Background: an optimization exercise with open tools, aiming at small area, a short achievable clock period and few clock cycles per item. Do not read the settings as production practice. Function not checked in this run: the RTL went through the layout flow alone.

==> flow/design.v <==
module rsa_row #(parameter K = 0, parameter W = 12) (
    input  [W-1:0]  R, B,
    input  [11:0]   X, TB,
    input           en,
    output [W-1:0]  RO,
    output [11:0]   XO,
    output          qo
);
    localparam WR = W - K;
    localparam WX = 12 - K;
    wire [WR:0]   c;
    wire [WR-1:0] d;
    wire [WX:0]   cx;
    wire [WX-1:0] sx;
    assign c[0]  = 1'b1;
    assign cx[0] = 1'b0;
    genvar j;
    generate for (j = 0; j < WR; j = j + 1) begin : bt
        wire x = R[K+j];
        wire y = ~B[j];
        assign d[j]   = x ^ y ^ c[j];
        assign c[j+1] = (x & y) | (x & c[j]) | (y & c[j]);
    end endgenerate
    wire q = en & c[WR];
    wire [WX-1:0] tb = TB[WX-1:0] & {WX{q}};
    generate for (j = 0; j < WX; j = j + 1) begin : bx
        wire x = X[K+j];
        wire y = tb[j];
        assign sx[j]   = x ^ y ^ cx[j];
        assign cx[j+1] = (x & y) | (x & cx[j]) | (y & cx[j]);
    end endgenerate
    assign qo = q;
    generate if (K == 0) begin : k0
        assign RO = q ? d : R;
        assign XO = sx;
    end else begin : kn
        assign RO = {q ? d : R[W-1:K], R[K-1:0]};
        assign XO = {sx, X[K-1:0]};
    end endgenerate
endmodule
module rsa_add #(parameter W = 12) (
    input  [W-1:0] a, b,
    input          ci,
    output [W-1:0] s,
    output         co
);
    wire [W:0] c;
    assign c[0] = ci;
    genvar j;
    generate for (j = 0; j < W; j = j + 1) begin : bt
        assign s[j]   = a[j] ^ b[j] ^ c[j];
        assign c[j+1] = (a[j] & b[j]) | (a[j] & c[j]) | (b[j] & c[j]);
    end endgenerate
    assign co = c[W];
endmodule
module rsa_cneg #(parameter W = 12) (
    input  [W-1:0] x,
    input          n,
    output [W-1:0] y
);
    wire [W-1:0] xi = x ^ {W{n}};
    wire [W:0]   c;
    assign c[0] = n;
    genvar j;
    generate for (j = 0; j < W; j = j + 1) begin : bt
        assign y[j]   = xi[j] ^ c[j];
        assign c[j+1] = xi[j] & c[j];
    end endgenerate
endmodule
module rsa_prep (
    input  [5:0]  p, q,
    output [11:0] N, Eu
);
    wire [11:0] acc [0:5];
    assign acc[0] = {6'd0, p & {6{q[0]}}};
    genvar i;
    generate for (i = 1; i < 6; i = i + 1) begin : mr
        wire [6:0] s;
        wire       co;
        rsa_add #(.W(6)) u_a (.a(acc[i-1][i+5:i]), .b(p & {6{q[i]}}), .ci(1'b0), .s(s[5:0]), .co(co));
        assign s[6] = co;
        if (i < 5) begin : lo
            assign acc[i] = {{(5-i){1'b0}}, s, acc[i-1][i-1:0]};
        end else begin : hi
            assign acc[i] = {s[6:0], acc[i-1][4:0]};
        end
    end endgenerate
    assign N = acc[5];
    wire [11:0] np = {6'h3f, ~p};
    wire [11:0] nq;
    rsa_cneg #(.W(12)) u_nq (.x({6'd0, q}), .n(1'b1), .y(nq));
    wire [11:0] cs = N ^ np ^ nq;
    wire [11:0] cc = (N & np) | (N & nq) | (np & nq);
    wire        co2;
    rsa_add #(.W(12)) u_e (.a(cs), .b({cc[10:0], 1'b1}), .ci(1'b1), .s(Eu), .co(co2));
endmodule
module rsa_rrow #(parameter K = 0, parameter W = 12) (
    input  [W-1:0]  R, B,
    input           en,
    output [W-1:0]  RO,
    output          qo
);
    localparam WR = W - K;
    wire [WR:0]   c;
    wire [WR-1:0] d;
    assign c[0] = 1'b1;
    genvar j;
    generate for (j = 0; j < WR; j = j + 1) begin : bt
        wire x = R[K+j];
        wire y = ~B[j];
        assign d[j]   = x ^ y ^ c[j];
        assign c[j+1] = (x & y) | (x & c[j]) | (y & c[j]);
    end endgenerate
    wire q = en & c[WR];
    assign qo = q;
    generate if (K == 0) begin : k0
        assign RO = q ? d : R;
    end else begin : kn
        assign RO = {q ? d : R[W-1:K], R[K-1:0]};
    end endgenerate
endmodule
module rsa_tb4 #(parameter I = 0, parameter TW = 12) (
    input  [TW-1:0] X, TB,
    input           q2, q1, q0,
    output [TW-1:0] XO
);
    localparam WX = TW - 2 * I;
    wire one = q1 ^ q0;
    wire two = (q2 & ~q1 & ~q0) | (~q2 & q1 & q0);
    wire neg = q2;
    wire [WX-1:0] tb  = TB[WX-1:0];
    wire [WX-1:0] tb2;
    wire [WX:0]   c;
    wire [WX-1:0] s;
    generate if (WX > 1) begin : t2
        assign tb2 = {TB[WX-2:0], 1'b0};
    end else begin : t1
        assign tb2 = 1'b0;
    end endgenerate
    wire [WX-1:0] pp  = ((tb & {WX{one}}) | (tb2 & {WX{two}})) ^ {WX{neg}};
    assign c[0] = neg;
    genvar j;
    generate for (j = 0; j < WX; j = j + 1) begin : bt
        wire x = X[2*I+j];
        wire y = pp[j];
        assign s[j]   = x ^ y ^ c[j];
        assign c[j+1] = (x & y) | (x & c[j]) | (y & c[j]);
    end endgenerate
    generate if (I == 0) begin : i0
        assign XO = s;
    end else begin : in
        assign XO = {s, X[2*I-1:0]};
    end endgenerate
endmodule
module rsa_rrowx #(parameter K = 0, parameter W = 12) (
    input  [W-1:0]  R, B,
    input           en,
    output [W-1:0]  RO,
    output          qo
);
    localparam WR = W - K;
    wire [WR:0]   c;
    wire [WR-1:0] t;
    assign c[0] = 1'b1;
    genvar j;
    generate for (j = 0; j < WR; j = j + 1) begin : bt
        wire x = R[K+j];
        wire y = ~B[j];
        assign t[j]   = y ^ c[j];
        assign c[j+1] = (x & y) | (x & c[j]) | (y & c[j]);
    end endgenerate
    wire q = en & c[WR];
    assign qo = q;
    generate if (K == 0) begin : k0
        assign RO = R ^ (t & {WR{q}});
    end else begin : kn
        assign RO = {R[W-1:K] ^ (t & {WR{q}}), R[K-1:0]};
    end endgenerate
endmodule
module rsa_key #(parameter WIDTH = 6) (
    input                    clk,
    input                    rst_n,
    input                    in_valid,
    output                   in_ready,
    input  [WIDTH-1:0]       IN_P,
    input  [WIDTH-1:0]       IN_Q,
    input  [WIDTH*2-1:0]     IN_E,
    output reg               out_valid,
    output reg [WIDTH*2-1:0] OUT_N,
    output reg [WIDTH*2-1:0] OUT_D
);
assign in_ready = 1'b1;
reg v0;
reg [5:0] p0, q0;
reg [11:0] e0;
always @(posedge clk or negedge rst_n)
    if (~rst_n) v0 <= 1'b0; else v0 <= in_valid;
always @(posedge clk) begin p0 <= IN_P; q0 <= IN_Q; e0 <= IN_E; end
wire [11:0] c_N, c_Eu, c_A0, c_B0;
rsa_prep u_prep (.p(p0), .q(q0), .N(c_N), .Eu(c_Eu));
rsa_cneg #(.W(12)) u_na (.x(c_Eu), .n(c_Eu[11]), .y(c_A0));
rsa_cneg #(.W(12)) u_nb (.x(e0), .n(e0[11]), .y(c_B0));
wire        c_sp0 = ~(c_Eu[11] ^ e0[11]);
wire [10:0] c1_Bw = c_B0;
wire [10:0] c2_A;
wire c3_q;
rsa_rrowx #(.K(10), .W(11)) u_d0_k10 (.R(c_A0), .B(c1_Bw), .en((|c_B0 & ~|c_B0[11:1])), .RO(c2_A), .qo(c3_q));
wire [10:0] c4_Bw = c_B0;
wire [10:0] c5_A;
wire c6_q;
rsa_rrowx #(.K(9), .W(11)) u_d0_k9 (.R(c2_A), .B(c4_Bw), .en((|c_B0 & ~|c_B0[11:2])), .RO(c5_A), .qo(c6_q));
wire [10:0] c7_Bw = c_B0;
wire [10:0] c8_A;
wire c9_q;
rsa_rrowx #(.K(8), .W(11)) u_d0_k8 (.R(c5_A), .B(c7_Bw), .en((|c_B0 & ~|c_B0[11:3])), .RO(c8_A), .qo(c9_q));
wire [10:0] c10_Bw = c_B0;
wire [10:0] c11_A;
wire c12_q;
rsa_rrowx #(.K(7), .W(11)) u_d0_k7 (.R(c8_A), .B(c10_Bw), .en((|c_B0 & ~|c_B0[11:4])), .RO(c11_A), .qo(c12_q));
wire [10:0] c13_Bw = c_B0;
wire [10:0] c14_A;
wire c15_q;
rsa_rrowx #(.K(6), .W(11)) u_d0_k6 (.R(c11_A), .B(c13_Bw), .en((|c_B0 & ~|c_B0[11:5])), .RO(c14_A), .qo(c15_q));
wire [10:0] c16_Bw = c_B0;
wire [10:0] c17_A;
wire c18_q;
rsa_rrowx #(.K(5), .W(11)) u_d0_k5 (.R(c14_A), .B(c16_Bw), .en((|c_B0 & ~|c_B0[11:6])), .RO(c17_A), .qo(c18_q));
wire [10:0] c19_Bw = c_B0;
wire [10:0] c20_A;
wire c21_q;
rsa_rrowx #(.K(4), .W(11)) u_d0_k4 (.R(c17_A), .B(c19_Bw), .en((|c_B0 & ~|c_B0[11:7])), .RO(c20_A), .qo(c21_q));
wire [10:0] c22_Bw = c_B0;
wire [10:0] c23_A;
wire c24_q;
rsa_rrowx #(.K(3), .W(11)) u_d0_k3 (.R(c20_A), .B(c22_Bw), .en((|c_B0 & ~|c_B0[11:8])), .RO(c23_A), .qo(c24_q));
wire [10:0] c25_Bw = c_B0;
wire [10:0] c26_A;
wire c27_q;
rsa_rrowx #(.K(2), .W(11)) u_d0_k2 (.R(c23_A), .B(c25_Bw), .en((|c_B0 & ~|c_B0[11:9])), .RO(c26_A), .qo(c27_q));
wire [10:0] c28_Bw = c_B0;
wire [10:0] c29_A;
wire c30_q;
rsa_rrowx #(.K(1), .W(11)) u_d0_k1 (.R(c26_A), .B(c28_Bw), .en((|c_B0 & ~|c_B0[11:10])), .RO(c29_A), .qo(c30_q));
wire [10:0] c31_Bw = c_B0;
wire [10:0] c32_A;
wire c33_q;
rsa_rrowx #(.K(0), .W(11)) u_d0_k0 (.R(c29_A), .B(c31_Bw), .en((|c_B0 & ~|c_B0[11:11])), .RO(c32_A), .qo(c33_q));
reg v1;
always @(posedge clk or negedge rst_n)
    if (~rst_n) v1 <= 1'b0; else v1 <= v0;
reg [10:0] s1_A;
always @(posedge clk) s1_A <= c32_A;
reg [11:0] s1_B;
always @(posedge clk) s1_B <= c_B0;
reg s1_sp;
always @(posedge clk) s1_sp <= c_sp0;
reg [11:0] s1_Eu;
always @(posedge clk) s1_Eu <= c_Eu;
reg [11:0] s1_N;
always @(posedge clk) s1_N <= c_N;
reg s1_q10;
always @(posedge clk) s1_q10 <= c3_q;
reg s1_q9;
always @(posedge clk) s1_q9 <= c6_q;
reg s1_q8;
always @(posedge clk) s1_q8 <= c9_q;
reg s1_q7;
always @(posedge clk) s1_q7 <= c12_q;
reg s1_q6;
always @(posedge clk) s1_q6 <= c15_q;
reg s1_q5;
always @(posedge clk) s1_q5 <= c18_q;
reg s1_q4;
always @(posedge clk) s1_q4 <= c21_q;
reg s1_q3;
always @(posedge clk) s1_q3 <= c24_q;
reg s1_q2;
always @(posedge clk) s1_q2 <= c27_q;
reg s1_q1;
always @(posedge clk) s1_q1 <= c30_q;
reg s1_q0;
always @(posedge clk) s1_q0 <= c33_q;
wire [10:0] c34_Q = {s1_q10, s1_q9, s1_q8, s1_q7, s1_q6, s1_q5, s1_q4, s1_q3, s1_q2, s1_q1, s1_q0};
wire c35_bnz = |s1_B;
wire [11:0] c36_A = s1_B;
wire [10:0] c37_B = c35_bnz ? s1_A[10:0] : 11'd0;
wire [10:0] c38_X = 11'd1;
wire [10:0] c39_TB = c34_Q;
wire c40_par = c35_bnz ? ~1'b0 : 1'b0;
wire [11:0] c41_Bw = c37_B;
wire [11:0] c42_A;
wire c43_q;
rsa_rrowx #(.K(11), .W(12)) u_d1_k11 (.R(c36_A), .B(c41_Bw), .en((|c37_B & ~|c37_B[10:1])), .RO(c42_A), .qo(c43_q));
wire [11:0] c44_Bw = c37_B;
wire [11:0] c45_A;
wire c46_q;
rsa_rrowx #(.K(10), .W(12)) u_d1_k10 (.R(c42_A), .B(c44_Bw), .en((|c37_B & ~|c37_B[10:2])), .RO(c45_A), .qo(c46_q));
wire [11:0] c47_Bw = c37_B;
wire [11:0] c48_A;
wire c49_q;
rsa_rrowx #(.K(9), .W(12)) u_d1_k9 (.R(c45_A), .B(c47_Bw), .en((|c37_B & ~|c37_B[10:3])), .RO(c48_A), .qo(c49_q));
wire [10:0] c50_X;
rsa_tb4 #(.I(5), .TW(11)) u_t1_i5 (.X(c38_X), .TB(c39_TB), .q2(c43_q), .q1(c46_q), .q0(c49_q), .XO(c50_X));
wire [11:0] c51_Bw = c37_B;
wire [11:0] c52_A;
wire c53_q;
rsa_rrowx #(.K(8), .W(12)) u_d1_k8 (.R(c48_A), .B(c51_Bw), .en((|c37_B & ~|c37_B[10:4])), .RO(c52_A), .qo(c53_q));
wire [11:0] c54_Bw = c37_B;
wire [11:0] c55_A;
wire c56_q;
rsa_rrowx #(.K(7), .W(12)) u_d1_k7 (.R(c52_A), .B(c54_Bw), .en((|c37_B & ~|c37_B[10:5])), .RO(c55_A), .qo(c56_q));
wire [10:0] c57_X;
rsa_tb4 #(.I(4), .TW(11)) u_t1_i4 (.X(c50_X), .TB(c39_TB), .q2(c49_q), .q1(c53_q), .q0(c56_q), .XO(c57_X));
wire [11:0] c58_Bw = c37_B;
wire [11:0] c59_A;
wire c60_q;
rsa_rrowx #(.K(6), .W(12)) u_d1_k6 (.R(c55_A), .B(c58_Bw), .en((|c37_B & ~|c37_B[10:6])), .RO(c59_A), .qo(c60_q));
wire [11:0] c61_Bw = c37_B;
wire [11:0] c62_A;
wire c63_q;
rsa_rrowx #(.K(5), .W(12)) u_d1_k5 (.R(c59_A), .B(c61_Bw), .en((|c37_B & ~|c37_B[10:7])), .RO(c62_A), .qo(c63_q));
wire [10:0] c64_X;
rsa_tb4 #(.I(3), .TW(11)) u_t1_i3 (.X(c57_X), .TB(c39_TB), .q2(c56_q), .q1(c60_q), .q0(c63_q), .XO(c64_X));
wire [11:0] c65_Bw = c37_B;
wire [11:0] c66_A;
wire c67_q;
rsa_rrowx #(.K(4), .W(12)) u_d1_k4 (.R(c62_A), .B(c65_Bw), .en((|c37_B & ~|c37_B[10:8])), .RO(c66_A), .qo(c67_q));
wire [11:0] c68_Bw = c37_B;
wire [11:0] c69_A;
wire c70_q;
rsa_rrowx #(.K(3), .W(12)) u_d1_k3 (.R(c66_A), .B(c68_Bw), .en((|c37_B & ~|c37_B[10:9])), .RO(c69_A), .qo(c70_q));
wire [10:0] c71_X;
rsa_tb4 #(.I(2), .TW(11)) u_t1_i2 (.X(c64_X), .TB(c39_TB), .q2(c63_q), .q1(c67_q), .q0(c70_q), .XO(c71_X));
wire [11:0] c72_Bw = c37_B;
wire [11:0] c73_A;
wire c74_q;
rsa_rrowx #(.K(2), .W(12)) u_d1_k2 (.R(c69_A), .B(c72_Bw), .en((|c37_B & ~|c37_B[10:10])), .RO(c73_A), .qo(c74_q));
wire [11:0] c75_Bw = c37_B;
wire [11:0] c76_A;
wire c77_q;
rsa_rrowx #(.K(1), .W(12)) u_d1_k1 (.R(c73_A), .B(c75_Bw), .en((|c37_B)), .RO(c76_A), .qo(c77_q));
wire [10:0] c78_X;
rsa_tb4 #(.I(1), .TW(11)) u_t1_i1 (.X(c71_X), .TB(c39_TB), .q2(c70_q), .q1(c74_q), .q0(c77_q), .XO(c78_X));
wire [11:0] c79_Bw = c37_B;
wire [11:0] c80_A;
wire c81_q;
rsa_rrowx #(.K(0), .W(12)) u_d1_k0 (.R(c76_A), .B(c79_Bw), .en((|c37_B)), .RO(c80_A), .qo(c81_q));
wire [10:0] c82_X;
rsa_tb4 #(.I(0), .TW(11)) u_t1_i0 (.X(c78_X), .TB(c39_TB), .q2(c77_q), .q1(c81_q), .q0(1'b0), .XO(c82_X));
wire c83_bnz = |c37_B;
wire [10:0] c84_A = c37_B;
wire [9:0] c85_B = c83_bnz ? c80_A[9:0] : 10'd0;
wire [10:0] c86_X = c39_TB;
wire [10:0] c87_TB = c82_X;
wire c88_par = c83_bnz ? ~c40_par : c40_par;
wire [10:0] c89_Bw = c85_B;
wire [10:0] c90_A;
wire c91_q;
rsa_rrowx #(.K(10), .W(11)) u_d2_k10 (.R(c84_A), .B(c89_Bw), .en((|c85_B & ~|c85_B[9:1])), .RO(c90_A), .qo(c91_q));
wire [10:0] c92_Bw = c85_B;
wire [10:0] c93_A;
wire c94_q;
rsa_rrowx #(.K(9), .W(11)) u_d2_k9 (.R(c90_A), .B(c92_Bw), .en((|c85_B & ~|c85_B[9:2])), .RO(c93_A), .qo(c94_q));
wire [10:0] c95_X;
rsa_tb4 #(.I(5), .TW(11)) u_t2_i5 (.X(c86_X), .TB(c87_TB), .q2(1'b0), .q1(c91_q), .q0(c94_q), .XO(c95_X));
wire [10:0] c96_Bw = c85_B;
wire [10:0] c97_A;
wire c98_q;
rsa_rrowx #(.K(8), .W(11)) u_d2_k8 (.R(c93_A), .B(c96_Bw), .en((|c85_B & ~|c85_B[9:3])), .RO(c97_A), .qo(c98_q));
wire [10:0] c99_Bw = c85_B;
wire [10:0] c100_A;
wire c101_q;
rsa_rrowx #(.K(7), .W(11)) u_d2_k7 (.R(c97_A), .B(c99_Bw), .en((|c85_B & ~|c85_B[9:4])), .RO(c100_A), .qo(c101_q));
wire [10:0] c102_X;
rsa_tb4 #(.I(4), .TW(11)) u_t2_i4 (.X(c95_X), .TB(c87_TB), .q2(c94_q), .q1(c98_q), .q0(c101_q), .XO(c102_X));
wire [10:0] c103_Bw = c85_B;
wire [10:0] c104_A;
wire c105_q;
rsa_rrowx #(.K(6), .W(11)) u_d2_k6 (.R(c100_A), .B(c103_Bw), .en((|c85_B & ~|c85_B[9:5])), .RO(c104_A), .qo(c105_q));
wire [10:0] c106_Bw = c85_B;
wire [10:0] c107_A;
wire c108_q;
rsa_rrowx #(.K(5), .W(11)) u_d2_k5 (.R(c104_A), .B(c106_Bw), .en((|c85_B & ~|c85_B[9:6])), .RO(c107_A), .qo(c108_q));
wire [10:0] c109_X;
rsa_tb4 #(.I(3), .TW(11)) u_t2_i3 (.X(c102_X), .TB(c87_TB), .q2(c101_q), .q1(c105_q), .q0(c108_q), .XO(c109_X));
wire [10:0] c110_Bw = c85_B;
wire [10:0] c111_A;
wire c112_q;
rsa_rrowx #(.K(4), .W(11)) u_d2_k4 (.R(c107_A), .B(c110_Bw), .en((|c85_B & ~|c85_B[9:7])), .RO(c111_A), .qo(c112_q));
wire [10:0] c113_Bw = c85_B;
wire [10:0] c114_A;
wire c115_q;
rsa_rrowx #(.K(3), .W(11)) u_d2_k3 (.R(c111_A), .B(c113_Bw), .en((|c85_B & ~|c85_B[9:8])), .RO(c114_A), .qo(c115_q));
wire [10:0] c116_X;
rsa_tb4 #(.I(2), .TW(11)) u_t2_i2 (.X(c109_X), .TB(c87_TB), .q2(c108_q), .q1(c112_q), .q0(c115_q), .XO(c116_X));
wire [10:0] c117_Bw = c85_B;
wire [10:0] c118_A;
wire c119_q;
rsa_rrowx #(.K(2), .W(11)) u_d2_k2 (.R(c114_A), .B(c117_Bw), .en((|c85_B & ~|c85_B[9:9])), .RO(c118_A), .qo(c119_q));
wire [10:0] c120_Bw = c85_B;
wire [10:0] c121_A;
wire c122_q;
rsa_rrowx #(.K(1), .W(11)) u_d2_k1 (.R(c118_A), .B(c120_Bw), .en((|c85_B)), .RO(c121_A), .qo(c122_q));
wire [10:0] c123_X;
rsa_tb4 #(.I(1), .TW(11)) u_t2_i1 (.X(c116_X), .TB(c87_TB), .q2(c115_q), .q1(c119_q), .q0(c122_q), .XO(c123_X));
wire [10:0] c124_Bw = c85_B;
wire [10:0] c125_A;
wire c126_q;
rsa_rrowx #(.K(0), .W(11)) u_d2_k0 (.R(c121_A), .B(c124_Bw), .en((|c85_B)), .RO(c125_A), .qo(c126_q));
reg v2;
always @(posedge clk or negedge rst_n)
    if (~rst_n) v2 <= 1'b0; else v2 <= v1;
reg [10:0] s2_A;
always @(posedge clk) s2_A <= c125_A;
reg [9:0] s2_B;
always @(posedge clk) s2_B <= c85_B;
reg [10:0] s2_X;
always @(posedge clk) s2_X <= c123_X;
reg [10:0] s2_TB;
always @(posedge clk) s2_TB <= c87_TB;
reg s2_par;
always @(posedge clk) s2_par <= c88_par;
reg s2_sp;
always @(posedge clk) s2_sp <= s1_sp;
reg [11:0] s2_Eu;
always @(posedge clk) s2_Eu <= s1_Eu;
reg [11:0] s2_N;
always @(posedge clk) s2_N <= s1_N;
reg s2_q1;
always @(posedge clk) s2_q1 <= c122_q;
reg s2_q0;
always @(posedge clk) s2_q0 <= c126_q;
wire [10:0] c127_X;
rsa_tb4 #(.I(0), .TW(11)) u_t2_i0 (.X(s2_X), .TB(s2_TB), .q2(s2_q1), .q1(s2_q0), .q0(1'b0), .XO(c127_X));
wire c128_bnz = |s2_B;
wire [9:0] c129_A = s2_B;
wire [9:0] c130_B = c128_bnz ? s2_A[9:0] : 10'd0;
wire [10:0] c131_X = s2_TB;
wire [10:0] c132_TB = c127_X;
wire c133_par = c128_bnz ? ~s2_par : s2_par;
wire [9:0] c134_Bw = c130_B;
wire [9:0] c135_A;
wire c136_q;
rsa_rrowx #(.K(9), .W(10)) u_d3_k9 (.R(c129_A), .B(c134_Bw), .en((|c130_B & ~|c130_B[9:1])), .RO(c135_A), .qo(c136_q));
wire [10:0] c137_X;
rsa_tb4 #(.I(5), .TW(11)) u_t3_i5 (.X(c131_X), .TB(c132_TB), .q2(1'b0), .q1(1'b0), .q0(c136_q), .XO(c137_X));
wire [9:0] c138_Bw = c130_B;
wire [9:0] c139_A;
wire c140_q;
rsa_rrowx #(.K(8), .W(10)) u_d3_k8 (.R(c135_A), .B(c138_Bw), .en((|c130_B & ~|c130_B[9:2])), .RO(c139_A), .qo(c140_q));
wire [9:0] c141_Bw = c130_B;
wire [9:0] c142_A;
wire c143_q;
rsa_rrowx #(.K(7), .W(10)) u_d3_k7 (.R(c139_A), .B(c141_Bw), .en((|c130_B & ~|c130_B[9:3])), .RO(c142_A), .qo(c143_q));
wire [10:0] c144_X;
rsa_tb4 #(.I(4), .TW(11)) u_t3_i4 (.X(c137_X), .TB(c132_TB), .q2(c136_q), .q1(c140_q), .q0(c143_q), .XO(c144_X));
wire [9:0] c145_Bw = c130_B;
wire [9:0] c146_A;
wire c147_q;
rsa_rrowx #(.K(6), .W(10)) u_d3_k6 (.R(c142_A), .B(c145_Bw), .en((|c130_B & ~|c130_B[9:4])), .RO(c146_A), .qo(c147_q));
wire [9:0] c148_Bw = c130_B;
wire [9:0] c149_A;
wire c150_q;
rsa_rrowx #(.K(5), .W(10)) u_d3_k5 (.R(c146_A), .B(c148_Bw), .en((|c130_B & ~|c130_B[9:5])), .RO(c149_A), .qo(c150_q));
wire [10:0] c151_X;
rsa_tb4 #(.I(3), .TW(11)) u_t3_i3 (.X(c144_X), .TB(c132_TB), .q2(c143_q), .q1(c147_q), .q0(c150_q), .XO(c151_X));
wire [9:0] c152_Bw = c130_B;
wire [9:0] c153_A;
wire c154_q;
rsa_rrowx #(.K(4), .W(10)) u_d3_k4 (.R(c149_A), .B(c152_Bw), .en((|c130_B & ~|c130_B[9:6])), .RO(c153_A), .qo(c154_q));
wire [9:0] c155_Bw = c130_B;
wire [9:0] c156_A;
wire c157_q;
rsa_rrowx #(.K(3), .W(10)) u_d3_k3 (.R(c153_A), .B(c155_Bw), .en((|c130_B & ~|c130_B[9:7])), .RO(c156_A), .qo(c157_q));
wire [10:0] c158_X;
rsa_tb4 #(.I(2), .TW(11)) u_t3_i2 (.X(c151_X), .TB(c132_TB), .q2(c150_q), .q1(c154_q), .q0(c157_q), .XO(c158_X));
wire [9:0] c159_Bw = c130_B;
wire [9:0] c160_A;
wire c161_q;
rsa_rrowx #(.K(2), .W(10)) u_d3_k2 (.R(c156_A), .B(c159_Bw), .en((|c130_B & ~|c130_B[9:8])), .RO(c160_A), .qo(c161_q));
wire [9:0] c162_Bw = c130_B;
wire [9:0] c163_A;
wire c164_q;
rsa_rrowx #(.K(1), .W(10)) u_d3_k1 (.R(c160_A), .B(c162_Bw), .en((|c130_B & ~|c130_B[9:9])), .RO(c163_A), .qo(c164_q));
wire [10:0] c165_X;
rsa_tb4 #(.I(1), .TW(11)) u_t3_i1 (.X(c158_X), .TB(c132_TB), .q2(c157_q), .q1(c161_q), .q0(c164_q), .XO(c165_X));
wire [9:0] c166_Bw = c130_B;
wire [9:0] c167_A;
wire c168_q;
rsa_rrowx #(.K(0), .W(10)) u_d3_k0 (.R(c163_A), .B(c166_Bw), .en((|c130_B)), .RO(c167_A), .qo(c168_q));
wire [10:0] c169_X;
rsa_tb4 #(.I(0), .TW(11)) u_t3_i0 (.X(c165_X), .TB(c132_TB), .q2(c164_q), .q1(c168_q), .q0(1'b0), .XO(c169_X));
wire c170_bnz = |c130_B;
wire [9:0] c171_A = c130_B;
wire [8:0] c172_B = c170_bnz ? c167_A[8:0] : 9'd0;
wire [10:0] c173_X = c132_TB;
wire [10:0] c174_TB = c169_X;
wire c175_par = c170_bnz ? ~c133_par : c133_par;
wire [9:0] c176_Bw = c172_B;
wire [9:0] c177_A;
wire c178_q;
rsa_rrowx #(.K(9), .W(10)) u_d4_k9 (.R(c171_A), .B(c176_Bw), .en((|c172_B & ~|c172_B[8:1])), .RO(c177_A), .qo(c178_q));
wire [10:0] c179_X;
rsa_tb4 #(.I(5), .TW(11)) u_t4_i5 (.X(c173_X), .TB(c174_TB), .q2(1'b0), .q1(1'b0), .q0(c178_q), .XO(c179_X));
wire [9:0] c180_Bw = c172_B;
wire [9:0] c181_A;
wire c182_q;
rsa_rrowx #(.K(8), .W(10)) u_d4_k8 (.R(c177_A), .B(c180_Bw), .en((|c172_B & ~|c172_B[8:2])), .RO(c181_A), .qo(c182_q));
wire [9:0] c183_Bw = c172_B;
wire [9:0] c184_A;
wire c185_q;
rsa_rrowx #(.K(7), .W(10)) u_d4_k7 (.R(c181_A), .B(c183_Bw), .en((|c172_B & ~|c172_B[8:3])), .RO(c184_A), .qo(c185_q));
wire [10:0] c186_X;
rsa_tb4 #(.I(4), .TW(11)) u_t4_i4 (.X(c179_X), .TB(c174_TB), .q2(c178_q), .q1(c182_q), .q0(c185_q), .XO(c186_X));
wire [9:0] c187_Bw = c172_B;
wire [9:0] c188_A;
wire c189_q;
rsa_rrowx #(.K(6), .W(10)) u_d4_k6 (.R(c184_A), .B(c187_Bw), .en((|c172_B & ~|c172_B[8:4])), .RO(c188_A), .qo(c189_q));
wire [9:0] c190_Bw = c172_B;
wire [9:0] c191_A;
wire c192_q;
rsa_rrowx #(.K(5), .W(10)) u_d4_k5 (.R(c188_A), .B(c190_Bw), .en((|c172_B & ~|c172_B[8:5])), .RO(c191_A), .qo(c192_q));
wire [10:0] c193_X;
rsa_tb4 #(.I(3), .TW(11)) u_t4_i3 (.X(c186_X), .TB(c174_TB), .q2(c185_q), .q1(c189_q), .q0(c192_q), .XO(c193_X));
wire [9:0] c194_Bw = c172_B;
wire [9:0] c195_A;
wire c196_q;
rsa_rrowx #(.K(4), .W(10)) u_d4_k4 (.R(c191_A), .B(c194_Bw), .en((|c172_B & ~|c172_B[8:6])), .RO(c195_A), .qo(c196_q));
wire [9:0] c197_Bw = c172_B;
wire [9:0] c198_A;
wire c199_q;
rsa_rrowx #(.K(3), .W(10)) u_d4_k3 (.R(c195_A), .B(c197_Bw), .en((|c172_B & ~|c172_B[8:7])), .RO(c198_A), .qo(c199_q));
wire [10:0] c200_X;
rsa_tb4 #(.I(2), .TW(11)) u_t4_i2 (.X(c193_X), .TB(c174_TB), .q2(c192_q), .q1(c196_q), .q0(c199_q), .XO(c200_X));
wire [9:0] c201_Bw = c172_B;
wire [9:0] c202_A;
wire c203_q;
rsa_rrowx #(.K(2), .W(10)) u_d4_k2 (.R(c198_A), .B(c201_Bw), .en((|c172_B & ~|c172_B[8:8])), .RO(c202_A), .qo(c203_q));
wire [9:0] c204_Bw = c172_B;
wire [9:0] c205_A;
wire c206_q;
rsa_rrowx #(.K(1), .W(10)) u_d4_k1 (.R(c202_A), .B(c204_Bw), .en((|c172_B)), .RO(c205_A), .qo(c206_q));
wire [10:0] c207_X;
rsa_tb4 #(.I(1), .TW(11)) u_t4_i1 (.X(c200_X), .TB(c174_TB), .q2(c199_q), .q1(c203_q), .q0(c206_q), .XO(c207_X));
wire [9:0] c208_Bw = c172_B;
wire [9:0] c209_A;
wire c210_q;
rsa_rrowx #(.K(0), .W(10)) u_d4_k0 (.R(c205_A), .B(c208_Bw), .en((|c172_B)), .RO(c209_A), .qo(c210_q));
wire [10:0] c211_X;
rsa_tb4 #(.I(0), .TW(11)) u_t4_i0 (.X(c207_X), .TB(c174_TB), .q2(c206_q), .q1(c210_q), .q0(1'b0), .XO(c211_X));
wire c212_bnz = |c172_B;
wire [8:0] c213_A = c172_B;
wire [7:0] c214_B = c212_bnz ? c209_A[7:0] : 8'd0;
wire [10:0] c215_X = c174_TB;
wire [10:0] c216_TB = c211_X;
wire c217_par = c212_bnz ? ~c175_par : c175_par;
wire [8:0] c218_Bw = c214_B;
wire [8:0] c219_A;
wire c220_q;
rsa_rrowx #(.K(8), .W(9)) u_d5_k8 (.R(c213_A), .B(c218_Bw), .en((|c214_B & ~|c214_B[7:1])), .RO(c219_A), .qo(c220_q));
wire [8:0] c221_Bw = c214_B;
wire [8:0] c222_A;
wire c223_q;
rsa_rrowx #(.K(7), .W(9)) u_d5_k7 (.R(c219_A), .B(c221_Bw), .en((|c214_B & ~|c214_B[7:2])), .RO(c222_A), .qo(c223_q));
wire [10:0] c224_X;
rsa_tb4 #(.I(4), .TW(11)) u_t5_i4 (.X(c215_X), .TB(c216_TB), .q2(1'b0), .q1(c220_q), .q0(c223_q), .XO(c224_X));
wire [8:0] c225_Bw = c214_B;
wire [8:0] c226_A;
wire c227_q;
rsa_rrowx #(.K(6), .W(9)) u_d5_k6 (.R(c222_A), .B(c225_Bw), .en((|c214_B & ~|c214_B[7:3])), .RO(c226_A), .qo(c227_q));
wire [8:0] c228_Bw = c214_B;
wire [8:0] c229_A;
wire c230_q;
rsa_rrowx #(.K(5), .W(9)) u_d5_k5 (.R(c226_A), .B(c228_Bw), .en((|c214_B & ~|c214_B[7:4])), .RO(c229_A), .qo(c230_q));
wire [10:0] c231_X;
rsa_tb4 #(.I(3), .TW(11)) u_t5_i3 (.X(c224_X), .TB(c216_TB), .q2(c223_q), .q1(c227_q), .q0(c230_q), .XO(c231_X));
wire [8:0] c232_Bw = c214_B;
wire [8:0] c233_A;
wire c234_q;
rsa_rrowx #(.K(4), .W(9)) u_d5_k4 (.R(c229_A), .B(c232_Bw), .en((|c214_B & ~|c214_B[7:5])), .RO(c233_A), .qo(c234_q));
wire [8:0] c235_Bw = c214_B;
wire [8:0] c236_A;
wire c237_q;
rsa_rrowx #(.K(3), .W(9)) u_d5_k3 (.R(c233_A), .B(c235_Bw), .en((|c214_B & ~|c214_B[7:6])), .RO(c236_A), .qo(c237_q));
wire [10:0] c238_X;
rsa_tb4 #(.I(2), .TW(11)) u_t5_i2 (.X(c231_X), .TB(c216_TB), .q2(c230_q), .q1(c234_q), .q0(c237_q), .XO(c238_X));
wire [8:0] c239_Bw = c214_B;
wire [8:0] c240_A;
wire c241_q;
rsa_rrowx #(.K(2), .W(9)) u_d5_k2 (.R(c236_A), .B(c239_Bw), .en((|c214_B & ~|c214_B[7:7])), .RO(c240_A), .qo(c241_q));
wire [8:0] c242_Bw = c214_B;
wire [8:0] c243_A;
wire c244_q;
rsa_rrowx #(.K(1), .W(9)) u_d5_k1 (.R(c240_A), .B(c242_Bw), .en((|c214_B)), .RO(c243_A), .qo(c244_q));
wire [10:0] c245_X;
rsa_tb4 #(.I(1), .TW(11)) u_t5_i1 (.X(c238_X), .TB(c216_TB), .q2(c237_q), .q1(c241_q), .q0(c244_q), .XO(c245_X));
wire [8:0] c246_Bw = c214_B;
wire [8:0] c247_A;
wire c248_q;
rsa_rrowx #(.K(0), .W(9)) u_d5_k0 (.R(c243_A), .B(c246_Bw), .en((|c214_B)), .RO(c247_A), .qo(c248_q));
wire [10:0] c249_X;
rsa_tb4 #(.I(0), .TW(11)) u_t5_i0 (.X(c245_X), .TB(c216_TB), .q2(c244_q), .q1(c248_q), .q0(1'b0), .XO(c249_X));
wire c250_bnz = |c214_B;
wire [7:0] c251_A = c214_B;
wire [7:0] c252_B = c250_bnz ? c247_A[7:0] : 8'd0;
wire [10:0] c253_X = c216_TB;
wire [10:0] c254_TB = c249_X;
wire c255_par = c250_bnz ? ~c217_par : c217_par;
wire f_z = ~|c252_B;
wire [10:0] f_uw = (f_z & ~c255_par) ? c253_X : c254_TB;
wire [11:0] f_u = f_uw;
wire f_neg = s2_sp & ~(f_z ? c255_par : ~c255_par);
wire [11:0] f_Eu = s2_Eu;
wire f_m = (f_neg & |f_u) | f_u[11];   
wire [11:0] f_df, f_ndf;
wire f_ge;
rsa_add #(.W(12)) u_df (.a(f_u), .b(~f_Eu), .ci(1'b1), .s(f_df), .co(f_ge));
rsa_cneg #(.W(12)) u_nd (.x(f_df), .n(1'b1), .y(f_ndf));
wire f_gt = f_ge & |f_df;
wire [11:0] f_D = f_m ? f_ndf : f_gt ? f_df : f_u;
always @(posedge clk or negedge rst_n)
    if (~rst_n) out_valid <= 1'b0; else out_valid <= v2;
always @(posedge clk) begin OUT_N <= s2_N; OUT_D <= f_D; end
endmodule
==> flow/flow/run.sh <==
#!/bin/bash
set -o pipefail
export BUFFER_PORTS_ARGS="-buffer_cell sky130_fd_sc_hd__buf_2"
export SYNTH_ARGS="-noabc"
plat=$(make -s -C "$FLOW_HOME" DESIGN_CONFIG="$PWD/config.mk" WORK_HOME="$PWD/orfs" print-DONT_USE_CELLS 2>print_dont_use.log | sed -n 's/^DONT_USE_CELLS: //p')
if [ -z "$plat" ]; then echo "could not read the platform's DONT_USE_CELLS" >&2; exit 1; fi
dont_use="$plat sky130_fd_sc_hd__ha_1 sky130_fd_sc_hd__ha_2 sky130_fd_sc_hd__ha_4"
echo "DONT_USE_CELLS=$dont_use" > dont_use.txt
bash standard.sh "DONT_USE_CELLS=$dont_use" finish > standard.log 2>&1
status=$?
tail -20 standard.log
exit $status
==> flow/standard.sh <==
#!/bin/bash
# synth_recipe.tcl (not shown) runs the flow's synth.tcl, then flattens the netlist and writes it again
# the make line also repeats each setting of config.mk as NAME=value (left out here)
make -C /OpenROAD-flow-scripts/flow DESIGN_CONFIG=/design/flow/config.mk WORK_HOME=/design/flow/orfs CLKGATE_MAP_FILE= SYNTH_SCRIPT=/design/flow/synth_recipe.tcl "${@:-finish}"
==> flow/config.mk <==
export PLATFORM = sky130hd
export DESIGN_NAME = rsa_key
export DESIGN_NICKNAME = rsa_key
export VERILOG_FILES = /design/flow/design.v
export SDC_FILE = /design/flow/constraint.sdc
export NUM_CORES = 4
export LEC_CHECK = 0
export ABC_AREA = 1
export CAP_MARGIN = 20
export CORE_MARGIN = 2
export CORE_UTILIZATION = 40
export CTS_CLUSTER_DIAMETER = 80
export CTS_CLUSTER_SIZE = 30
export SLEW_MARGIN = 20
==> flow/constraint.sdc <==
create_clock -name core_clock -period 210.0 [get_ports {clk}]
set_input_delay 42.0000 -clock core_clock [delete_from_list [all_inputs] [get_ports {clk}]]
set_output_delay 42.0000 -clock core_clock [all_outputs]
set_load 0.01 [all_outputs]
==> results.txt <==
[routing by layer]
| metal | vias up | track usage, % | share of wire (%) |
|---|---|---|---|
| met2 | 630 | 36.68 | 47 |
| met4 | 0 | 5.344 | 1.9 |
| met5 | - | 0 | 0 |
| li1 | 13420 | - | - |
| met3 | 100 | 1.805 | 4.5 |
| met1 | 12150 | 29.16 | 47 |
[metrics by stage]
stage	cells	worst slack [ns]
2_1_floorplan	4223	167.62
3_3_place_gp	5051	167.52
3_5_place_dp	5051	167.52
4_1_cts	5083	167.02
5_1_grt	5083	161.72
6_report	5083	167.06
[registers in the layout, summed over array words and instances, names as in the netlist, 10 cells and up]
signal  flops
s2_A       10
s1_Eu      12
s1_B       12
s1_A       11
OUT_N      12
s2_X       11
s2_B       10
s2_N       12
OUT_D      12
s2_Eu      12
s2_TB      11
e0         12
s1_N       12
[layout by cell type (no fill, tap or decap), types with 9 or more instances in the layout]
cell       instances
nand2_1         1168
nand3_1          548
inv_1            499
xor2_1           362
nor2_1           238
fa_1             188
dfxtp_1          177
nand4_1          106
xnor2_1           94
o21ai_0           89
o22ai_1           80
inv_2             65
nand2_2           65
buf_2             51
a21oi_1           47
and2_1            47
o21ai_1           37
nand3_2           35
a22o_1            30
nor3_1            27
clkinv_1          21
a21oi_2           20
nand3b_1          18
clkbuf_16         17
nor2_2            15
or2_2             15
buf_4             15
o211ai_1          14
a21oi_4           13
nand2_4            9
[worst reg2reg max path, delay by kind of cell (launching register included)]
kind / cells / cell delay, ns
xor gates and xnor gates: 15 / 2.87
AOI/OAI and AO/OA: 23 / 4.69
adders and majority gates: 11 / 4.43
and+or+nand+nor: 241 / 26.35
DFF: 1 / 0.38
buffers and inverters: 24 / 3.83
[synth_stat cells, types with 5 or more instances]
master | count | share of area (%)
a21boi_1 | 5 | 0.14
nand4_1 | 106 | 2.4
buf_2 | 32 | 0.59
or2_2 | 15 | 0.34
fa_1 | 188 | 14
inv_4 | 6 | 0.14
nand3_1 | 548 | 10
xor2_1 | 363 | 12
nand3b_1 | 18 | 0.49
o22ai_1 | 80 | 1.8
a21oi_2 | 20 | 0.64
a21oi_4 | 13 | 0.77
o21ai_0 | 89 | 1.6
a22o_1 | 30 | 0.96
xnor2_1 | 94 | 3.0
buf_1 | 8 | 0.11
o211ai_1 | 14 | 0.38
clkbuf_1 | 38 | 0.52
nor2_1 | 238 | 3.3
and3_1 | 6 | 0.14
nor2_2 | 15 | 0.34
nand2_2 | 65 | 1.5
buf_4 | 15 | 0.41
nand2_1 | 1168 | 16
nor2_4 | 5 | 0.21
inv_1 | 499 | 6.9
dfxtp_1 | 177 | 13
clkinv_1 | 21 | 0.29
nand3_2 | 35 | 1.3
inv_2 | 65 | 0.89
nor3_1 | 27 | 0.49
clkinv_2 | 5 | 0.092
and2_1 | 47 | 1.1
nand2_4 | 9 | 0.37
o21ai_1 | 37 | 0.68
a21oi_1 | 47 | 0.86
buf_6 | 15 | 0.62
[kinds of logic (layout without fill, tap and decap cells)]
| group | Yosys count | count (layout) | synth area share (%) |
|---|---|---|---|
| AOI/OAI and AO/OA | 366 | 366 | 8.834 |
| xor gates and xnor gates | 460 | 460 | 14.83 |
| adders and majority gates | 189 | 189 | 13.81 |
| buffers and inverters | 708 | 695 | 10.63 |
| DFF | 181 | 181 | 13.34 |
| other | 1 | 1 | 0.01373 |
| and+or+nand+nor | 2318 | 2318 | 38.54 |
[how the worst max path moves through the flow]
stage | start | slack (ns) | depth (start not counted) | endpoint
3_3_place_gp | OUT_D[0] | 167.52 | 1 | OUT_D[0]
4_1_cts | OUT_D[0] | 167.02 | 1 | OUT_D[0]
3_5_place_dp | OUT_D[0] | 167.52 | 1 | OUT_D[0]
6_report | OUT_D[0] | 167.06 | 1 | OUT_D[0]
2_1_floorplan | out_valid | 167.62 | 0 | out_valid
5_1_grt | s2_B[0] | 161.72 | 316 | OUT_D[5]
[cell type report]
cell class,count,area [um2]
clock inverter,14,202.7
inverter,597,2267
sequential,181,3643
multi-input combinational,3334,20780
fill,7088,38610
clock buffer,18,429.2
tap,873,1092
timing repair buffer,66,367.9
==> results_dict.tcl <==
set metrics [dict create \
    post_cts_resized 0 \
    slew_violations 0 \
    vias 26300 \
    nets 4412 \
    place_congestion 0.8712 \
    r2r_end "OUT_D[4]" \
    grt_pass1_vias 24560 \
    yosysWarnings 3 \
    fp-row-count 95 \
    maxCapViolCount 0 \
    ys_ff_latch 181 \
    syn-num-nets 4438 \
    dieArea_um2 70410 \
    max_stage_delay_ns 0.35 \
    hold_slack_ns 0.3249 \
    fin_tns_setup_ns 0 \
    cp_slowest_cell "dfxtp_1" \
    clock-sinks 181 \
    r2r_start "s2_B[0]" \
    setup_violations 0 \
    fin_area_um2 28780 \
    syn_inst 4223 \
    relSlewSlack_pct 29.13 \
    ys.flop_type "dfxtp_1" \
    antenna_found_initial 0 \
    worstMarginPinSlew_ns 1.060 \
    r2r_setup_slack_ns 167.31 \
    fp.dieW_um 265.3 \
    cp_top_family "flip-flops" \
    syn-cell-area_um2 27320 \
    io_buffers 51 \
    synthArstFlopShare_pct 2.210 \
    crit_chain "buf_2" \
    hold-path-cell-count 0 \
    period_needed_ns 42.94 \
    synth.avg_cell_area_um2 6.469 \
    crit_arrival_ns 0.94 \
    cts_tree "done" \
    outcome "no timing/DRC/antenna violations" \
    clockBufferDepth 2 \
    hold_class "flop to flop" \
    core_area_um2 67400 \
    worstSetupPathType "flop to primary output" \
    critPathCaptureType "primary output" \
    cp.required_ns 168.00 \
    first_pass_iters 7 \
    fin_crit_sh_pct 20.45 \
    viasPerCell 5.174 \
    worst_clock_skew_ns 0.01422 \
    drive_above_1_share_pct 8.741 \
    die_h_um 265.3 \
    crit_fanout 1 \
    rsz0062_at_grt "false" \
    path_clk_slew_ns 0.08 \
    htreeDepth 4 \
    antenna_cells 0 \
    cts_root_buf "clkbuf_16" \
    cts_hold_buf 0 \
    rr_worst_depth 314 \
    grt_pass1_wl_um 124300 \
    synth_cell_types 70 \
    place_area_um2 28140 \
    ant_nets 0 \
    hpwl_um 60540 \
    path_buf_inv 1 \
    ioPinCount 53 \
    synth_edf_count 0 \
    holdCritStartpoint "s1_Eu[1]" \
    syn2layout_area_growth_pct 5.359 \
    drt_iter0_drc 1774 \
    hold-path-endpoint "s2_Eu[1]" \
    grt_usage_pct 21.44 \
    clock_latency_ns 0.45 \
    seq_area_frac_synth_pct 13.34 \
    drc_errors 0 \
    grt.overflow.total 0 \
    final_util_pct 42.71 \
    fmax_mhz 23.29 \
    start_kind "flop" \
    hold_violations 0 \
    cts_buffers 17 \
    avgRoutedWirePerCell_um 14.85 \
    grt_max_degree 34 \
    start_util_pct 40.54 \
    cts_setup_buffers 0 \
    wl_um 75500 \
]

afterwards: timing with drivers on the ports:
In the flow no input, the clock included, has a driving cell. The finished layout below was timed again as built, in two steps. Step 1 (the two cells are an assumption about what drives the block):
set clk [get_ports {clk}]
set_driving_cell -lib_cell sky130_fd_sc_hd__clkbuf_16 $clk
set_driving_cell -lib_cell sky130_fd_sc_hd__buf_2 [delete_from_list [all_inputs] $clk]
Step 2, shift: input delay + t, output delay - t, t = (earliest + latest rising clock arrival at the registers) / 2. This alone moves slack from input paths to output paths. Three values: ideal ports, drivers, drivers and shift; two values: the first two.
t, ns: 0.500
slack for setup (ns): 167.057 / 167.003 / 167.307
hold WS [ns]: 0.325 / 0.325 / 0.325
After both steps this run still meets setup and hold. The setup slack of this run moves by -0.054 ns with the drivers and by +0.250 ns with both steps.
